This design comes from an exercise in tuning for small area, a short achievable clock period and few clock cycles per item on the open sky130 flow, not from production work.
The RTL was checked by simulation tests, not by an equivalence proof against the original design.

job 3362:
==> flow/design.v (excerpt) <==
module convert_to_10 (
    input wire clk,
    input wire rst,
    input wire start,
    input wire [399:0] binary,
    output reg [3:0] decimal,
    output reg valid,
    output reg done
);
Size: about 480 flip-flops, roughly 35,000 um2 of cells after synthesis.
Settings: LEC_CHECK=0, CAP_MARGIN=20, CORE_MARGIN=2, CORE_UTILIZATION=55, PLACE_DENSITY=0.7, SLEW_MARGIN=20; clock period 10.0 ns.
standard.sh (not shown) runs the stock make flow with config.mk's settings and CLKGATE_MAP_FILE= SYNTH_SCRIPT=/design/flow/synth_recipe.tcl, a recipe that flattens the netlist after the stock synthesis.
==> flow/flow/run.sh <==
#!/bin/bash
# Standard layout with: repair_timing aiming at 6.8 ns of setup slack, port buffers made of
# the smallest buffer cell, and clock tree synthesis without dummy loads.
set -euo pipefail
export BUFFER_PORTS_ARGS="-buffer_cell sky130_fd_sc_hd__buf_1"
export SETUP_SLACK_MARGIN=6.8
export CTS_ARGS="-sink_clustering_enable -repair_clock_nets -dont_use_dummy_load -buf_list {sky130_fd_sc_hd__clkbuf_8 sky130_fd_sc_hd__clkbuf_16}"
bash standard.sh > standard_flow.log 2>&1
Testbench counts of job 3362, summed over its fixed seeds: cycles 19,456, items 128.
Input-level comparison between job 7287 and job 3362:
- a change of PLACE_DENSITY from 0.7 to 0.8
- a change of CORE_UTILIZATION from 55 to 70
==> flow/flow/run.sh <==
#!/bin/bash
# Standard layout with: repair_timing aiming at 6.9 ns of setup slack, port buffers made of
# the smallest buffer cell, and clock tree synthesis without dummy loads.
set -euo pipefail
export BUFFER_PORTS_ARGS="-buffer_cell sky130_fd_sc_hd__buf_1"
export SETUP_SLACK_MARGIN=6.9
export CTS_ARGS="-sink_clustering_enable -repair_clock_nets -dont_use_dummy_load -buf_list {sky130_fd_sc_hd__clkbuf_8 sky130_fd_sc_hd__clkbuf_16}"
bash standard.sh > standard_flow.log 2>&1
### Flow results
Job 7287: flow completed, timing, DRC and antenna clean. In the tables for job 3362 and job 7287, area of all placed cells without fillers reads higher with job 7287. Side by side, die area turned out lower in job 7287 than in job 3362. Routed wire length is higher on job 7287. Final cell count without fillers sits lower in job 7287 than in job 3362. Re worst-case reg-to-reg path depth: job 3362 and job 7287 aren't equal, and the higher value belongs to job 7287. Mean post-synth cell area came out exactly the same in job 3362 and job 7287. Comparing job 7287 with job 3362, the proportion of cell area occupied by registers came out essentially unchanged. Taking job 3362 as the reference, in job 7287 path length in cells of the critical path picked up an extra 11; non-clock buffering overhead in the final layout picked up an extra 0.48 points.
[inputs] job 848 vs job 7287
- setting ABC_AREA to 1 for the first time
==> flow/flow/run.sh <==
#!/bin/bash
# Standard layout with: repair_timing aiming at 6.9 ns of setup slack, port buffers made of
# the smallest buffer cell, and clock tree synthesis without dummy loads.
set -euo pipefail
export BUFFER_PORTS_ARGS="-buffer_cell sky130_fd_sc_hd__buf_1"
export SETUP_SLACK_MARGIN=6.9
export CTS_ARGS="-sink_clustering_enable -repair_clock_nets -dont_use_dummy_load -buf_list {sky130_fd_sc_hd__clkbuf_16} -sink_clustering_size 24 -sink_clustering_max_diameter 70"
bash standard.sh > standard_flow.log 2>&1
Results
Across both runs, count of inverters other than clock inverters in the layout was higher for job 848 than for job 7287.
Summary of job 848 over job 7287: post-layout net count picked up an extra about 22%; maximum frequency from static timing analysis picked up an extra about 0.8%.
Higher largest net degree at the start of global routing was reported by job 848, not job 7287.
In job 848 the wire length on met3 turned out 0.30% lower than in job 7287.
--- input diff job 848..job 2359 ---
- PLACE_DENSITY now 0.7, was 0.8
- CTS_BUF_LIST now sky130_fd_sc_hd__clkbuf_4 sky130_fd_sc_hd__clkbuf_8, previously not set
- CORE_UTILIZATION now 55, was 70
- ABC_AREA no longer set, was 1
==> flow/flow/run.sh <==
#!/bin/bash
# Standard layout, repair_timing aiming at 6.8 ns of setup slack, with the port buffers made of the smallest buffer cell.
set -euo pipefail
export BUFFER_PORTS_ARGS="-buffer_cell sky130_fd_sc_hd__buf_1"
export SETUP_SLACK_MARGIN=6.8
bash standard.sh > standard_flow.log 2>&1
Results
- Cell type of the slowest stage on the worst timing path: dfxtp_2 -> job 848, dfxtp_1 -> job 2359
- Changes observed in job 2359 relative to job 848: cell depth of the worst flop-to-flop path +6, via count normalized by instance count +1.0%, number of inverters outside the clock class in the layout -41%.
- Comparing the two runs side by side, job 2359 comes out behind job 848 on worst-case setup margin in the final layout.
- [job 2359] post-placement cell count fell 18% relative to job 848
- Job 2359 finished every stage and its layout cleared the timing, design-rule and antenna checks.
- Summary of job 2359 over job 848: die area has increased, total wirelength of the detailed-routed design has decreased, layout-stage area growth over the synthesis result has increased.
- Gate count of the mapped netlist: job 848 and job 2359 compared, lower one is job 2359

* * *

## quartz
The RTL this note starts from:
==> flow/design.v <==
`timescale 1ns / 1ps
module convert_to_10 (
    input wire clk,
    input wire rst,
    input wire start,
    input wire [399:0] binary,
    output reg [3:0] decimal,
    output reg valid,
    output reg done
);
    localparam integer W  = 10;                
    localparam integer NB = 392 / W;              
    localparam integer WT = 392 - (NB - 1) * W;  
    reg  [391:0] v;                  
    reg  [2*NB-1:0] p;               
    reg  [3:0] jreg, jreg2;          
    reg        ereg, ereg2;          
    reg        run;
    reg  [7:0] cnt;
    wire [395:0] a = {1'b0, v, 3'b000};
    wire [395:0] b = {3'b000, v, 1'b0};
    wire [391:0] v_nx;
    wire [2*NB-1:0] p_nx;
    wire [3:0]   j_nx;
    genvar gi, gj, gk;
    generate
        for (gi = 0; gi < NB; gi = gi + 1) begin : blk
            localparam integer LO = gi * W;
            localparam integer N  = (gi < NB - 1) ? W : WT + 4;    
            wire [1:0]   pp = (gi == 0) ? 2'b00 : p[2*gi +: 2];
            wire [N-1:0] ab = a[LO +: N];
            wire [N-1:0] bb = b[LO +: N];
            wire [N-1:0] qb = {{(N-5){1'b0}}, pp[1], pp[0], pp[1], pp[0], 1'b0};
            wire [N:0]   x  = {1'b0, ab ^ bb ^ qb};
            wire [N:0]   y  = {(ab & bb) | (ab & qb) | (bb & qb), 1'b0};
            wire [N:0]   G [0:5];
            wire [N:0]   P [0:5];
            assign G[0] = x & y;
            assign P[0] = x ^ y;
            for (gj = 0; gj < 5; gj = gj + 1) begin : lv
                for (gk = 0; gk <= N; gk = gk + 1) begin : el
                    if ((gk >> gj) & 1) begin : c
                        localparam integer J = ((gk >> gj) << gj) - 1;
                        assign G[gj+1][gk] = G[gj][gk] | (P[gj][gk] & G[gj][J]);
                        assign P[gj+1][gk] = P[gj][gk] & P[gj][J];
                    end else begin : n
                        assign G[gj+1][gk] = G[gj][gk];
                        assign P[gj+1][gk] = P[gj][gk];
                    end
                end
            end
            wire [N+1:0] s = {G[5][N], P[0] ^ {G[5][N-1:0], 1'b0}};
            if (gi < NB - 1) begin : mid
                assign v_nx[LO +: W] = s[W-1:0];
                assign p_nx[2*(gi+1) +: 2] = s[W+1:W];
            end else begin : top
                assign v_nx[391:LO] = s[WT-1:0];
                assign j_nx = s[WT+3:WT];
            end
        end
    endgenerate
    assign p_nx[1:0] = 2'b00;
    wire [NB-1:0] g0, pr0;
    generate
        for (gi = 0; gi < NB; gi = gi + 1) begin : gp
            localparam integer LO = gi * W;
            localparam integer HI = (gi < NB - 1) ? LO + W - 1 : 391;
            wire hi1 = &v[HI:LO+2];
            wire v1 = v[LO + 1];
            wire v0 = v[LO];
            wire p1 = (gi == 0) ? 1'b0 : p[2*gi + 1];
            wire p0 = (gi == 0) ? 1'b0 : p[2*gi];
            assign g0[gi]  = hi1 & v1 & (p1 | (p0 & v0));
            assign pr0[gi] = hi1 & ((~p1 & ~p0 & v1 & v0) | (p0 & v1 & ~v0) | (p1 & ~v1 & v0));
        end
    endgenerate
    localparam integer LV = (NB > 32) ? 6 : (NB > 16) ? 5 : (NB > 8) ? 4 : 3;   
    wire [NB-1:0] gl [0:LV];
    wire [NB-1:0] pl [0:LV];
    assign gl[0] = g0;
    assign pl[0] = pr0;
    genvar gl_i, gl_l;
    generate
        for (gl_l = 0; gl_l < LV; gl_l = gl_l + 1) begin : lv
            for (gl_i = 0; gl_i < NB; gl_i = gl_i + 1) begin : el
                if ((gl_i % (2 << gl_l)) == 0 && gl_i + (1 << gl_l) < NB) begin : cmb
                    assign gl[gl_l+1][gl_i] = gl[gl_l][gl_i + (1 << gl_l)] |
                                              (pl[gl_l][gl_i + (1 << gl_l)] & gl[gl_l][gl_i]);
                    assign pl[gl_l+1][gl_i] = pl[gl_l][gl_i + (1 << gl_l)] & pl[gl_l][gl_i];
                end else begin : pass
                    assign gl[gl_l+1][gl_i] = gl[gl_l][gl_i];
                    assign pl[gl_l+1][gl_i] = pl[gl_l][gl_i];
                end
            end
        end
    endgenerate
    wire e = gl[LV][0];
    wire [3:0] digit = jreg2 + {3'b000, ereg} + {1'b0, ereg2, ereg2, 1'b0};
    always @(posedge clk) begin
        if (run) begin
            v <= v_nx;
            p <= p_nx;
        end else begin
            v <= binary[391:0];
            p <= 0;
        end
        jreg  <= j_nx;
        jreg2 <= jreg;
        ereg  <= e;
        ereg2 <= ereg;
        decimal <= run ? digit : binary[395:392];
    end
    always @(posedge clk) begin
        if (rst) begin
            run   <= 1'b0;
            cnt   <= 8'd0;
            valid <= 1'b0;
            done  <= 1'b0;
        end else begin
            valid <= start | (run & (cnt >= 8'd3));
            done  <= run & (cnt == 8'd151);
            if (run) begin
                cnt <= cnt + 8'd1;
                if (cnt == 8'd151) run <= 1'b0;
            end else if (start) begin
                run <= 1'b1;
                cnt <= 8'd1;
            end
        end
    end
endmodule
clock: 10.0 ns
lec_check: 0
abc_area: 1
cap_margin: 20
core_margin: 2
core_utilization: 70
place_density: 0.8
slew_margin: 20
==> flow/flow/run.sh <==
#!/bin/bash
# Standard layout with: repair_timing aiming at 7.0 ns of setup slack, port buffers made of
# the smallest buffer cell, and clock tree synthesis without dummy loads.
set -euo pipefail
export BUFFER_PORTS_ARGS="-buffer_cell sky130_fd_sc_hd__buf_1"
export SETUP_SLACK_MARGIN=7.0
export CTS_ARGS="-sink_clustering_enable -repair_clock_nets -dont_use_dummy_load -buf_list {sky130_fd_sc_hd__clkbuf_16} -sink_clustering_size 24 -sink_clustering_max_diameter 70"
bash standard.sh > standard_flow.log 2>&1
Testbench counts of quartz, summed over its fixed seeds: cycles 19,456, items 128.
## Diff of input files: nickel against quartz
# quartz
export LEC_CHECK = 0
export ABC_AREA = 1
export CAP_MARGIN = 20
export CORE_MARGIN = 2
export CORE_UTILIZATION = 70
export PLACE_DENSITY = 0.8
export SLEW_MARGIN = 20
create_clock -name core_clock -period 10.0 [get_ports {clk}]
# nickel
export LEC_CHECK = 0
export ABC_AREA = 1
export CAP_MARGIN = 20
export CORE_MARGIN = 2
export CORE_UTILIZATION = 80
export PLACE_DENSITY = 0.85
export SLEW_MARGIN = 20
create_clock -name core_clock -period 10.0 [get_ports {clk}]
==> flow/flow/run.sh <==
#!/bin/bash
# Standard layout with: repair_timing aiming at 6.9 ns of setup slack, port buffers made of
# the smallest buffer cell, and clock tree synthesis without dummy loads.
set -euo pipefail
export BUFFER_PORTS_ARGS="-buffer_cell sky130_fd_sc_hd__buf_1"
export SETUP_SLACK_MARGIN=6.9
export CTS_ARGS="-sink_clustering_enable -repair_clock_nets -dont_use_dummy_load -buf_list {sky130_fd_sc_hd__clkbuf_16} -sink_clustering_size 24 -sink_clustering_max_diameter 70"
bash standard.sh > standard_flow.log 2>&1
[summary]
In nickel the global routing usage on met1 turned out 5.0 points higher than in quartz. Compared with quartz, in nickel number of standard cells in the final layout excluding fillers fell about 1.3%, signed area change from the synthesized netlist to the final layout fell 0.83 points, proportion of final cell area spent on non-clock buffers now sits at about the same level, sequential cell area share has remained practically unchanged, average size of a mapped cell neither gained nor lost much. Looking at filler cell count, nickel sits 36% lower than quartz does.
Changes in willow relative to nickel:
# nickel
export LEC_CHECK = 0
export ABC_AREA = 1
export CAP_MARGIN = 20
export CORE_MARGIN = 2
export CORE_UTILIZATION = 80
export PLACE_DENSITY = 0.85
export SLEW_MARGIN = 20
create_clock -name core_clock -period 10.0 [get_ports {clk}]
# willow
export LEC_CHECK = 0
export ABC_AREA = 1
export CAP_MARGIN = 20
export CORE_MARGIN = 2
export CORE_UTILIZATION = 70
export PLACE_DENSITY = 0.8
export SLEW_MARGIN = 20
create_clock -name core_clock -period 10.0 [get_ports {clk}]
==> flow/flow/run.sh <==
#!/bin/bash
# Standard layout with: repair_timing aiming at 6.9 ns of setup slack, port buffers made of
# the smallest buffer cell, and clock tree synthesis without dummy loads.
set -euo pipefail
export BUFFER_PORTS_ARGS="-buffer_cell sky130_fd_sc_hd__buf_1"
export SETUP_SLACK_MARGIN=6.9
export CTS_ARGS="-sink_clustering_enable -repair_clock_nets -dont_use_dummy_load -buf_list {sky130_fd_sc_hd__clkbuf_8 sky130_fd_sc_hd__clkbuf_16} -sink_clustering_size 24 -sink_clustering_max_diameter 70"
bash standard.sh > standard_flow.log 2>&1
==> run summary <==
- Measured against nickel, the die area of willow comes out at 1.14 times the reference value.
- Site row count (nickel / willow): 0.939
- Compared with nickel, number of buffers other than clock buffers in the final layout in willow increased slightly.
- Hold slack: willow vs nickel — no meaningful difference
- Relative to nickel, worst-case headroom to the max-slew limit has decreased by 1.3 points in willow.
- Changes observed in willow relative to nickel: via count of the first global-routing pass decreased 1352.
> inputs changed (willow -> maple)
==> flow/flow/run.sh <==
#!/bin/bash
# Standard layout with: repair_timing aiming at 6.9 ns of setup slack, port buffers made of
# the smallest buffer cell, and clock tree synthesis without dummy loads.
set -euo pipefail
export BUFFER_PORTS_ARGS="-buffer_cell sky130_fd_sc_hd__buf_1"
export SETUP_SLACK_MARGIN=6.9
export CTS_ARGS="-sink_clustering_enable -repair_clock_nets -dont_use_dummy_load -buf_list {sky130_fd_sc_hd__clkbuf_16} -sink_clustering_size 30 -sink_clustering_max_diameter 90"
bash standard.sh > standard_flow.log 2>&1
==> run summary <==
- [compare] base=willow new=maple: ratio of final minimum period to clock period now sits higher, final critical path time including I/O delays and setup now sits higher.
- The worst hold slack reported for maple is smaller than that of willow by 0.017 ns.
- maple: number of clock buffer instances in the layout is 27% lower than what willow reported.
- Final setup slack of the worst path on maple is down relative to willow.
### maple -> amber
==> flow/flow/run.sh <==
#!/bin/bash
# Standard layout with: repair_timing aiming at 7.1 ns of setup slack, port buffers made of
# the smallest buffer cell, and clock tree synthesis without dummy loads.
set -euo pipefail
export BUFFER_PORTS_ARGS="-buffer_cell sky130_fd_sc_hd__buf_1"
export SETUP_SLACK_MARGIN=7.1
export CTS_ARGS="-sink_clustering_enable -repair_clock_nets -dont_use_dummy_load -buf_list {sky130_fd_sc_hd__clkbuf_16} -sink_clustering_size 24 -sink_clustering_max_diameter 70"
bash standard.sh > standard_flow.log 2>&1
==> comparison <==
[compare] base=maple new=amber: clock buffer count from CTS increased by 10 relative to the old numbers; die footprint ~0 delta; fraction of area in multi-input gates now sits lower; first-iteration DRC count up 86.

-- afterwards: timing with drivers on the ports --
In the flow no input, the clock included, has a driving cell. The finished layouts below were timed again as built, in two steps.
Step 1: set_driving_cell puts a clkbuf_16 on clk and a buf_2 on each other input, an assumption about the parent block.
Step 2 adds t to the input delays and takes it off the output delays; t is the mean of the earliest and latest rising clock arrival at the registers after step 1. Input paths then give back, and output paths get back, about the clock's delay inside the block.
a / b / c = no drivers / after step 1 / after step 2; a / b = the first two.
run	t (ns)	slack for setup (ns)	worst hold slack (ns)	clock arrival spread, ns	pins driven straight from the clock port
job 3362	0.659	6.888 / 6.823 / 6.908	0.326 / 0.326 / 0.326	0.020 / 0.020	1
job 7287	0.663	6.931 / 6.871 / 6.931	0.329 / 0.329 / 0.329	0.044 / 0.045	1
job 848	0.633	6.955 / 6.892 / 7.050	0.332 / 0.332 / 0.332	0.040 / 0.040	1
job 2359	0.729	6.868 / 6.808 / 6.885	0.326 / 0.326 / 0.326	0.030 / 0.030	1
quartz	0.626	6.986 / 6.924 / 6.981	0.328 / 0.328 / 0.328	0.034 / 0.034	1
nickel	0.626	6.938 / 6.874 / 7.004	0.328 / 0.328 / 0.328	0.024 / 0.024	1
willow	0.626	6.966 / 6.904 / 7.005	0.327 / 0.327 / 0.327	0.033 / 0.034	1
maple	0.652	6.926 / 6.865 / 6.997	0.311 / 0.311 / 0.311	0.089 / 0.089	1
amber	0.627	6.987 / 6.923 / 6.990	0.328 / 0.328 / 0.328	0.037 / 0.037	1
After both steps setup and hold are still met in every run listed. The setup slack of quartz, which loses most, moves by -0.062 ns with the drivers and by -0.005 ns with both steps.
